What follows belongs to an exercise in optimizing a design on an open flow for small area, a short achievable clock period and few clock cycles per item; a production flow would make more cautious choices. RTL that was checked went through simulation tests only; none was proved equivalent to the original. Power figures rest on the tool's default switching activity, not on a simulated workload.

==> module medfilter2, before the edit <==
module medfilter2
(
  CLK,
  RSTn,
  Start_sig,
  Done_sig,
  Data_out,
  Rom_addr,
  Rom_data
);
  input CLK;
  input RSTn;
  input Start_sig;
  output Done_sig;
  output [7:0] Data_out;
  output [17:0] Rom_addr;
  input [7:0] Rom_data;
  reg       st1;       
  reg       start_d;
  reg       run;
  reg [1:0] ph;        
  reg       z;         
  reg       first;     
  reg [8:0] rowA;
  reg [8:0] colA;
  reg       zq;        
  reg       done;
  wire start = st1 & ~start_d;
  always @(posedge CLK or negedge RSTn)
    if (!RSTn) begin
      st1     <= 1'b0;
      start_d <= 1'b0;
    end else begin
      st1     <= Start_sig;
      start_d <= st1;
    end
  wire      eor = ~z & (&colA);    
  wire [8:0] row_inc2 = {rowA[8:1] + 8'd1, rowA[0]};
  wire [8:0] row_dec1 = rowA - 9'd1;
  always @(posedge CLK or negedge RSTn)
    if (!RSTn) begin
      run  <= 1'b0;
      done <= 1'b0;
    end else begin
      if (start)
        run <= 1'b1;
      done <= run & ~start & ph[0] & ~first & ~(~z & colA == 9'd3);
    end
  always @(posedge CLK)
    if (start) begin
      ph    <= 2'd0;
      z     <= 1'b1;
      first <= 1'b1;
      rowA  <= 9'd511;
      colA  <= 9'd0;
      zq    <= 1'b1;
    end else begin
      ph  <= {ph[0], ~ph[1] & ~ph[0]};
      if (ph[1]) begin
        z    <= eor;
        if (!eor)
          rowA <= row_dec1;
        if (!z)
          colA <= colA + 9'd1;
      end else if (ph[0])
        rowA <= row_dec1;
      else
        rowA <= row_inc2;
      zq   <= z | (ph == 2'd0 && rowA == 9'd511) | (ph[0] && rowA == 9'd0);
      if (ph[0] && !z && colA == 9'd2)
        first <= 1'b0;
    end
  assign Rom_addr = {rowA, colA};
  assign Done_sig = done;
  wire g0 = (ph == 2'd0);
  wire g1 = (ph == 2'd1);
  wire g2 = (ph == 2'd2);
  reg [7:0] s0, s1, s2, s3, s4, s5, s6, s7, s8, s9, s10;
  reg [7:0] r0n, r1n, r2n, r3n;    
  reg [7:0] dout;
  wire cA = gt8(s1, s0);
  wire cB = gt8(s2, s0);
  wire hold1 = (g0 | g1) & cA;
  reg q_bc, q_ac, x1, x2, x3;
  wire gab = x3;
  wire gac = q_ac;
  wire gbc = q_bc;
  wire oa = g0 ? (gab & gac)   : g1 ? (gab ^ gac)    : (~gab & ~gac);
  wire ob = g0 ? (~gab & gbc)  : g1 ? ~(gab ^ gbc)   : (gab & ~gbc);
  wire oc = g0 ? (~gac & ~gbc) : g1 ? (gac ^ gbc)    : (gac & gbc);
  wire [7:0] op3n = ~(({8{oa}} & s10) | ({8{ob}} & s7) | ({8{oc}} & s4));
  reg f1, f1d, f2;
  wire fab = f1d;
  wire fac = f2;
  wire fbc = f1;
  wire [7:0] fmed = ~(({8{fab ^ fac}} & r3n) | ({8{~(fab ^ fbc)}} & r2n) | ({8{fac ^ fbc}} & r1n));
  function gt8;
    input [7:0] a, b;
    reg [7:0] g, p;
    reg [3:0] g2, p2;
    reg [1:0] g4, p4;
    integer i;
    begin
      g = a & ~b;
      p = a | ~b;
      for (i = 0; i < 4; i = i + 1) begin
        g2[i] = g[2*i+1] | p[2*i+1] & g[2*i];
        p2[i] = p[2*i+1] & p[2*i];
      end
      for (i = 0; i < 2; i = i + 1) begin
        g4[i] = g2[2*i+1] | p2[2*i+1] & g2[2*i];
        p4[i] = p2[2*i+1] & p2[2*i];
      end
      gt8 = g4[1] | p4[1] & g4[0];
    end
  endfunction
  always @(posedge CLK) begin
    s0  <= Rom_data & {8{~zq}};
    s1  <= hold1 ? s1 : s0;
    s2  <= g2 ? s1 :
           g0 ? (cA ? s0 : s1) :
           (cB ? s2 : (cA ? s0 : s1));
    s3  <= (g1 & cB) ? s0 : s2;
    s4  <= s3;
    s5  <= s4;
    s6  <= s5;
    s7  <= s6;
    s8  <= s7;
    s9  <= s8;
    s10 <= s9;
    q_bc <= gt8(s6, s3);
    q_ac <= gt8(s9, s3);
    x1  <= q_bc;
    x2  <= x1;
    x3  <= x2;
    r0n <= op3n;
    r1n <= r0n;
    r2n <= r1n;
    r3n <= r2n;
    f1  <= gt8(r0n, r1n);
    f2  <= gt8(r0n, r2n);
    f1d <= f1;
    dout <= fmed;
  end
  assign Data_out = dout;
endmodule
export LEC_CHECK = 0
export CAP_MARGIN = 20
export CORE_MARGIN = 2
export CORE_UTILIZATION = 40
export CTS_BUF_LIST = sky130_fd_sc_hd__clkbuf_8
export SETUP_SLACK_MARGIN = 3.3
export SLEW_MARGIN = 20
create_clock -name core_clock -period 5.5 [get_ports {CLK}]
standard.sh (not shown) runs the stock make flow with config.mk's settings and CLKGATE_MAP_FILE= SYNTH_SCRIPT=/design/flow/synth_recipe.tcl, a recipe that flattens the netlist after the stock synthesis.
==> flow/flow/run.sh <==
#!/bin/bash
# The standard layout (standard.sh) with two changes:
# - the port buffers that placement inserts are the library's smallest
#   buffer instead of a delay cell; timing repair resizes them where needed;
# - clock tree synthesis does not add dummy loads to the clock nets.
export BUFFER_PORTS_ARGS="-buffer_cell sky130_fd_sc_hd__buf_1"
export CTS_ARGS="-sink_clustering_enable -repair_clock_nets -buf_list sky130_fd_sc_hd__clkbuf_8 -dont_use_dummy_load"
bash standard.sh > standard.log 2>&1
Testbench counts at the start, summed over its fixed seeds: cycles 2,363,946, items 786,432.
Edit:
--- a/flow/design.v
+++ b/flow/design.v
@@ -35,7 +35,7 @@
       st1     <= Start_sig;
       start_d <= st1;
     end
-  wire      eor = ~z & (&colA);    
+  reg       eor;       
   wire [8:0] row_inc2 = {rowA[8:1] + 8'd1, rowA[0]};
   wire [8:0] row_dec1 = rowA - 9'd1;
   always @(posedge CLK or negedge RSTn)
@@ -45,7 +45,7 @@
     end else begin
       if (start)
         run <= 1'b1;
-      done <= run & ~start & ph[0] & ~first & ~(~z & colA == 9'd3);
+      done <= run & ~start & ph[1] & ~first & ~(~z & colA == 9'd3);
     end
   always @(posedge CLK)
     if (start) begin
@@ -55,8 +55,10 @@
       rowA  <= 9'd511;
       colA  <= 9'd0;
       zq    <= 1'b1;
+      eor   <= 1'b0;
     end else begin
       ph  <= {ph[0], ~ph[1] & ~ph[0]};
+      eor <= ~z & (colA == 9'd511);
       if (ph[1]) begin
         z    <= eor;
         if (!eor)
@@ -68,7 +70,7 @@
       else
         rowA <= row_inc2;
       zq   <= z | (ph == 2'd0 && rowA == 9'd511) | (ph[0] && rowA == 9'd0);
-      if (ph[0] && !z && colA == 9'd2)
+      if (ph[1] && !z && colA == 9'd2)
         first <= 1'b0;
     end
   assign Rom_addr = {rowA, colA};
@@ -76,20 +78,19 @@
   wire g0 = (ph == 2'd0);
   wire g1 = (ph == 2'd1);
   wire g2 = (ph == 2'd2);
-  reg [7:0] s0, s1, s2, s3, s4, s5, s6, s7, s8, s9, s10;
+  reg [7:0] s0, s1, s2, s3, s4, s5, s6, s7, s8, s9, s10, s11;
   reg [7:0] r0n, r1n, r2n, r3n;    
   reg [7:0] dout;
-  wire cA = gt8(s1, s0);
-  wire cB = gt8(s2, s0);
-  wire hold1 = (g0 | g1) & cA;
+  wire swa = (g0 | g1) & gt8(s1, s0);
+  wire swb = g2 & gt8(s3, s2);
   reg q_bc, q_ac, x1, x2, x3;
   wire gab = x3;
   wire gac = q_ac;
   wire gbc = q_bc;
-  wire oa = g0 ? (gab & gac)   : g1 ? (gab ^ gac)    : (~gab & ~gac);
-  wire ob = g0 ? (~gab & gbc)  : g1 ? ~(gab ^ gbc)   : (gab & ~gbc);
-  wire oc = g0 ? (~gac & ~gbc) : g1 ? (gac ^ gbc)    : (gac & gbc);
-  wire [7:0] op3n = ~(({8{oa}} & s10) | ({8{ob}} & s7) | ({8{oc}} & s4));
+  wire oa = g1 ? (gab & gac)   : g2 ? (gab ^ gac)    : (~gab & ~gac);
+  wire ob = g1 ? (~gab & gbc)  : g2 ? ~(gab ^ gbc)   : (gab & ~gbc);
+  wire oc = g1 ? (~gac & ~gbc) : g2 ? (gac ^ gbc)    : (gac & gbc);
+  wire [7:0] op3n = ~(({8{oa}} & s11) | ({8{ob}} & s8) | ({8{oc}} & s5));
   reg f1, f1d, f2;
   wire fab = f1d;
   wire fac = f2;
@@ -117,20 +118,19 @@
   endfunction
   always @(posedge CLK) begin
     s0  <= Rom_data & {8{~zq}};
-    s1  <= hold1 ? s1 : s0;
-    s2  <= g2 ? s1 :
-           g0 ? (cA ? s0 : s1) :
-           (cB ? s2 : (cA ? s0 : s1));
-    s3  <= (g1 & cB) ? s0 : s2;
-    s4  <= s3;
+    s1  <= swa ? s1 : s0;
+    s2  <= swa ? s0 : s1;
+    s3  <= swb ? s3 : s2;
+    s4  <= swb ? s2 : s3;
     s5  <= s4;
     s6  <= s5;
     s7  <= s6;
     s8  <= s7;
     s9  <= s8;
     s10 <= s9;
-    q_bc <= gt8(s6, s3);
-    q_ac <= gt8(s9, s3);
+    s11 <= s10;
+    q_bc <= gt8(s7, s4);
+    q_ac <= gt8(s10, s4);
     x1  <= q_bc;
     x2  <= x1;
     x3  <= x2;
Power increases by a few percent; flip-flop and latch count increases by 9; die area increases by a few percent; global-route usage drops by 0.55 points; area after synthesis increases by a few percent; worst setup slack gets better by 0.0073 ns; design area goes up by a few percent; core utilization increases by 0.23 points; synthesized cell count goes up by a few percent; clock skew stays flat; non-clock buffer count went up by 11; combinational power came out higher by roughly a tenth; fmax is higher slightly.
Testbench counts after the change, summed over its fixed seeds: cycles 2,363,949, items 786,432.

---

the baseline:
The RTL this note starts from:
==> flow/design.v <==
`timescale 1ns / 1ps
module medfilter2
(
  CLK,
  RSTn,
  Start_sig,
  Done_sig,
  Data_out,
  Rom_addr,
  Rom_data
);
  input CLK;
  input RSTn;
  input Start_sig;
  output Done_sig;
  output [7:0] Data_out;
  output [17:0] Rom_addr;
  input [7:0] Rom_data;
  reg       st1;       
  reg       start_d;
  reg       run;
  reg [1:0] ph;        
  reg       z;         
  reg       first;     
  reg [8:0] rowA;
  reg [8:0] colA;
  reg       zq;        
  reg       done;
  wire start = st1 & ~start_d;
  always @(posedge CLK or negedge RSTn)
    if (!RSTn) begin
      st1     <= 1'b0;
      start_d <= 1'b0;
    end else begin
      st1     <= Start_sig;
      start_d <= st1;
    end
  wire      eor = ~z & (&colA);    
  wire [8:0] row_inc2 = {rowA[8:1] + 8'd1, rowA[0]};
  wire [8:0] row_dec1 = rowA - 9'd1;
  always @(posedge CLK or negedge RSTn)
    if (!RSTn) begin
      run  <= 1'b0;
      done <= 1'b0;
    end else begin
      if (start)
        run <= 1'b1;
      done <= run & ~start & ph[0] & ~first & ~(~z & colA == 9'd3);
    end
  always @(posedge CLK)
    if (start) begin
      ph    <= 2'd0;
      z     <= 1'b1;
      first <= 1'b1;
      rowA  <= 9'd511;
      colA  <= 9'd0;
      zq    <= 1'b1;
    end else begin
      ph  <= {ph[0], ~ph[1] & ~ph[0]};
      if (ph[1]) begin
        z    <= eor;
        if (!eor)
          rowA <= row_dec1;
        if (!z)
          colA <= colA + 9'd1;
      end else if (ph[0])
        rowA <= row_dec1;
      else
        rowA <= row_inc2;
      zq   <= z | (ph == 2'd0 && rowA == 9'd511) | (ph[0] && rowA == 9'd0);
      if (ph[0] && !z && colA == 9'd2)
        first <= 1'b0;
    end
  assign Rom_addr = {rowA, colA};
  assign Done_sig = done;
  wire g0 = (ph == 2'd0);
  wire g1 = (ph == 2'd1);
  wire g2 = (ph == 2'd2);
  reg [7:0] s0, s1, s2, s3, s4, s5, s6, s7, s8, s9, s10;
  reg [7:0] r0n, r1n, r2n, r3n;    
  reg [7:0] dout;
  wire cA = gt8(s1, s0);
  wire cB = gt8(s2, s0);
  wire hold1 = (g0 | g1) & cA;
  reg q_bc, q_ac, x1, x2, x3;
  wire gab = x3;
  wire gac = q_ac;
  wire gbc = q_bc;
  wire oa = g0 ? (gab & gac)   : g1 ? (gab ^ gac)    : (~gab & ~gac);
  wire ob = g0 ? (~gab & gbc)  : g1 ? ~(gab ^ gbc)   : (gab & ~gbc);
  wire oc = g0 ? (~gac & ~gbc) : g1 ? (gac ^ gbc)    : (gac & gbc);
  wire [7:0] op3n = ~(({8{oa}} & s10) | ({8{ob}} & s7) | ({8{oc}} & s4));
  reg f1, f1d, f2;
  wire fab = f1d;
  wire fac = f2;
  wire fbc = f1;
  wire [7:0] fmed = ~(({8{fab ^ fac}} & r3n) | ({8{~(fab ^ fbc)}} & r2n) | ({8{fac ^ fbc}} & r1n));
  function gt8;
    input [7:0] a, b;
    reg [7:0] g, p;
    reg [3:0] g2, p2;
    reg [1:0] g4, p4;
    integer i;
    begin
      g = a & ~b;
      p = a | ~b;
      for (i = 0; i < 4; i = i + 1) begin
        g2[i] = g[2*i+1] | p[2*i+1] & g[2*i];
        p2[i] = p[2*i+1] & p[2*i];
      end
      for (i = 0; i < 2; i = i + 1) begin
        g4[i] = g2[2*i+1] | p2[2*i+1] & g2[2*i];
        p4[i] = p2[2*i+1] & p2[2*i];
      end
      gt8 = g4[1] | p4[1] & g4[0];
    end
  endfunction
  always @(posedge CLK) begin
    s0  <= Rom_data & {8{~zq}};
    s1  <= hold1 ? s1 : s0;
    s2  <= g2 ? s1 :
           g0 ? (cA ? s0 : s1) :
           (cB ? s2 : (cA ? s0 : s1));
    s3  <= (g1 & cB) ? s0 : s2;
    s4  <= s3;
    s5  <= s4;
    s6  <= s5;
    s7  <= s6;
    s8  <= s7;
    s9  <= s8;
    s10 <= s9;
    q_bc <= gt8(s6, s3);
    q_ac <= gt8(s9, s3);
    x1  <= q_bc;
    x2  <= x1;
    x3  <= x2;
    r0n <= op3n;
    r1n <= r0n;
    r2n <= r1n;
    r3n <= r2n;
    f1  <= gt8(r0n, r1n);
    f2  <= gt8(r0n, r2n);
    f1d <= f1;
    dout <= fmed;
  end
  assign Data_out = dout;
endmodule
clock: 5.5 ns
lec_check: 0
cap_margin: 20
core_margin: 2
core_utilization: 40
cts_buf_list: sky130_fd_sc_hd__clkbuf_8
setup_slack_margin: 3.4
slew_margin: 20
Scripts as last shown in full above: flow/flow/run.sh
Testbench counts of the baseline, summed over its fixed seeds: cycles 2,363,946, items 786,432.
diff inputs: the baseline => the candidate
--- a/flow/design.v
+++ b/flow/design.v
@@ -44,9 +44,9 @@
       done <= 1'b0;
     end else begin
       if (start)
         run <= 1'b1;
-      done <= run & ~start & ph[0] & ~first & ~(~z & colA == 9'd3);
+      done <= run & ~start & (ph == 2'd0) & ~first & ~(~z & colA == 9'd3);
     end
   always @(posedge CLK)
     if (start) begin
       ph    <= 2'd0;
@@ -67,35 +67,36 @@
         rowA <= row_dec1;
       else
         rowA <= row_inc2;
       zq   <= z | (ph == 2'd0 && rowA == 9'd511) | (ph[0] && rowA == 9'd0);
-      if (ph[0] && !z && colA == 9'd2)
+      if (ph == 2'd0 && !z && colA == 9'd2)
         first <= 1'b0;
     end
   assign Rom_addr = {rowA, colA};
   assign Done_sig = done;
   wire g0 = (ph == 2'd0);
   wire g1 = (ph == 2'd1);
   wire g2 = (ph == 2'd2);
   reg [7:0] s0, s1, s2, s3, s4, s5, s6, s7, s8, s9, s10;
-  reg [7:0] r0n, r1n, r2n, r3n;    
+  reg [7:0] r0n, r1n, r2n;    
   reg [7:0] dout;
   wire cA = gt8(s1, s0);
   wire cB = gt8(s2, s0);
   wire hold1 = (g0 | g1) & cA;
-  reg q_bc, q_ac, x1, x2, x3;
+  wire cbc = gt8(s6, s3);
+  wire cac = gt8(s9, s3);
+  reg  x1, x2, x3;
+  reg  sa, sb, sc;
   wire gab = x3;
-  wire gac = q_ac;
-  wire gbc = q_bc;
-  wire oa = g0 ? (gab & gac)   : g1 ? (gab ^ gac)    : (~gab & ~gac);
-  wire ob = g0 ? (~gab & gbc)  : g1 ? ~(gab ^ gbc)   : (gab & ~gbc);
-  wire oc = g0 ? (~gac & ~gbc) : g1 ? (gac ^ gbc)    : (gac & gbc);
-  wire [7:0] op3n = ~(({8{oa}} & s10) | ({8{ob}} & s7) | ({8{oc}} & s4));
+  wire oa = g2 ? (gab & cac)   : g0 ? (gab ^ cac)    : (~gab & ~cac);
+  wire ob = g2 ? (~gab & cbc)  : g0 ? ~(gab ^ cbc)   : (gab & ~cbc);
+  wire oc = g2 ? (~cac & ~cbc) : g0 ? (cac ^ cbc)    : (cac & cbc);
+  wire [7:0] op3n = ~(({8{sa}} & s10) | ({8{sb}} & s7) | ({8{sc}} & s4));
   reg f1, f1d, f2;
   wire fab = f1d;
   wire fac = f2;
   wire fbc = f1;
-  wire [7:0] fmed = ~(({8{fab ^ fac}} & r3n) | ({8{~(fab ^ fbc)}} & r2n) | ({8{fac ^ fbc}} & r1n));
+  wire [7:0] fmed = ~(({8{fab ^ fac}} & r2n) | ({8{~(fab ^ fbc)}} & r1n) | ({8{fac ^ fbc}} & r0n));
   function gt8;
     input [7:0] a, b;
     reg [7:0] g, p;
     reg [3:0] g2, p2;
@@ -128,19 +129,19 @@
     s7  <= s6;
     s8  <= s7;
     s9  <= s8;
     s10 <= s9;
-    q_bc <= gt8(s6, s3);
-    q_ac <= gt8(s9, s3);
-    x1  <= q_bc;
+    x1  <= cbc;
     x2  <= x1;
     x3  <= x2;
+    sa  <= oa;
+    sb  <= ob;
+    sc  <= oc;
     r0n <= op3n;
     r1n <= r0n;
     r2n <= r1n;
-    r3n <= r2n;
-    f1  <= gt8(r0n, r1n);
-    f2  <= gt8(r0n, r2n);
+    f1  <= gt8(op3n, r0n);
+    f2  <= gt8(op3n, r1n);
     f1d <= f1;
     dout <= fmed;
   end
   assign Data_out = dout;
--- outcome ---
Taking the baseline as the reference point, the global routing usage summed across all routing layers of the candidate rises by 0.26 points.
The baseline → the candidate: number of failing hold endpoints at the final stage neither gained nor lost much, fraction of standard cell area in multi-input logic grew by 1.4 points, minimum clock period saw an increase, worst hold slack grew by 0.020 ns, final instance area climbed 1.2%.
Delta (the candidate minus the baseline): clock distribution power level; die area moved down.
For the candidate, only the layout was checked, not whether the RTL still works.

## port drivers added, routing unchanged
In the flow no input, the clock included, has a driving cell. The finished layouts below were timed again as built, in two steps.
Step 1 assumes that a clkbuf_16 drives the clock port and a buf_2 every other input.
Step 2 also shifts input and output timing later by t, the mid clock arrival at the registers, as if the neighbouring blocks saw the same clock.
a / b / c = ideal / step 1 / step 2; a / b = the first two.
| run | t (ns) | setup WS [ns] | hold WS [ns] | pins driven straight from the clock port |
|---|---|---|---|---|
| the first run of note 1 | 0.463 | 3.374 / 3.340 / 3.434 | 0.298 / 0.298 / 0.298 | 1 |
| the second run of note 1 | 0.460 | 3.381 / 3.346 / 3.479 | 0.311 / 0.311 / 0.311 | 1 |
| the baseline | 0.466 | 3.436 / 3.407 / 3.436 | 0.298 / 0.298 / 0.298 | 1 |
| the candidate | 0.467 | 3.254 / 3.254 / 3.254 | 0.319 / 0.319 / 0.319 | 1 |
After both steps every run listed still meets setup and hold.
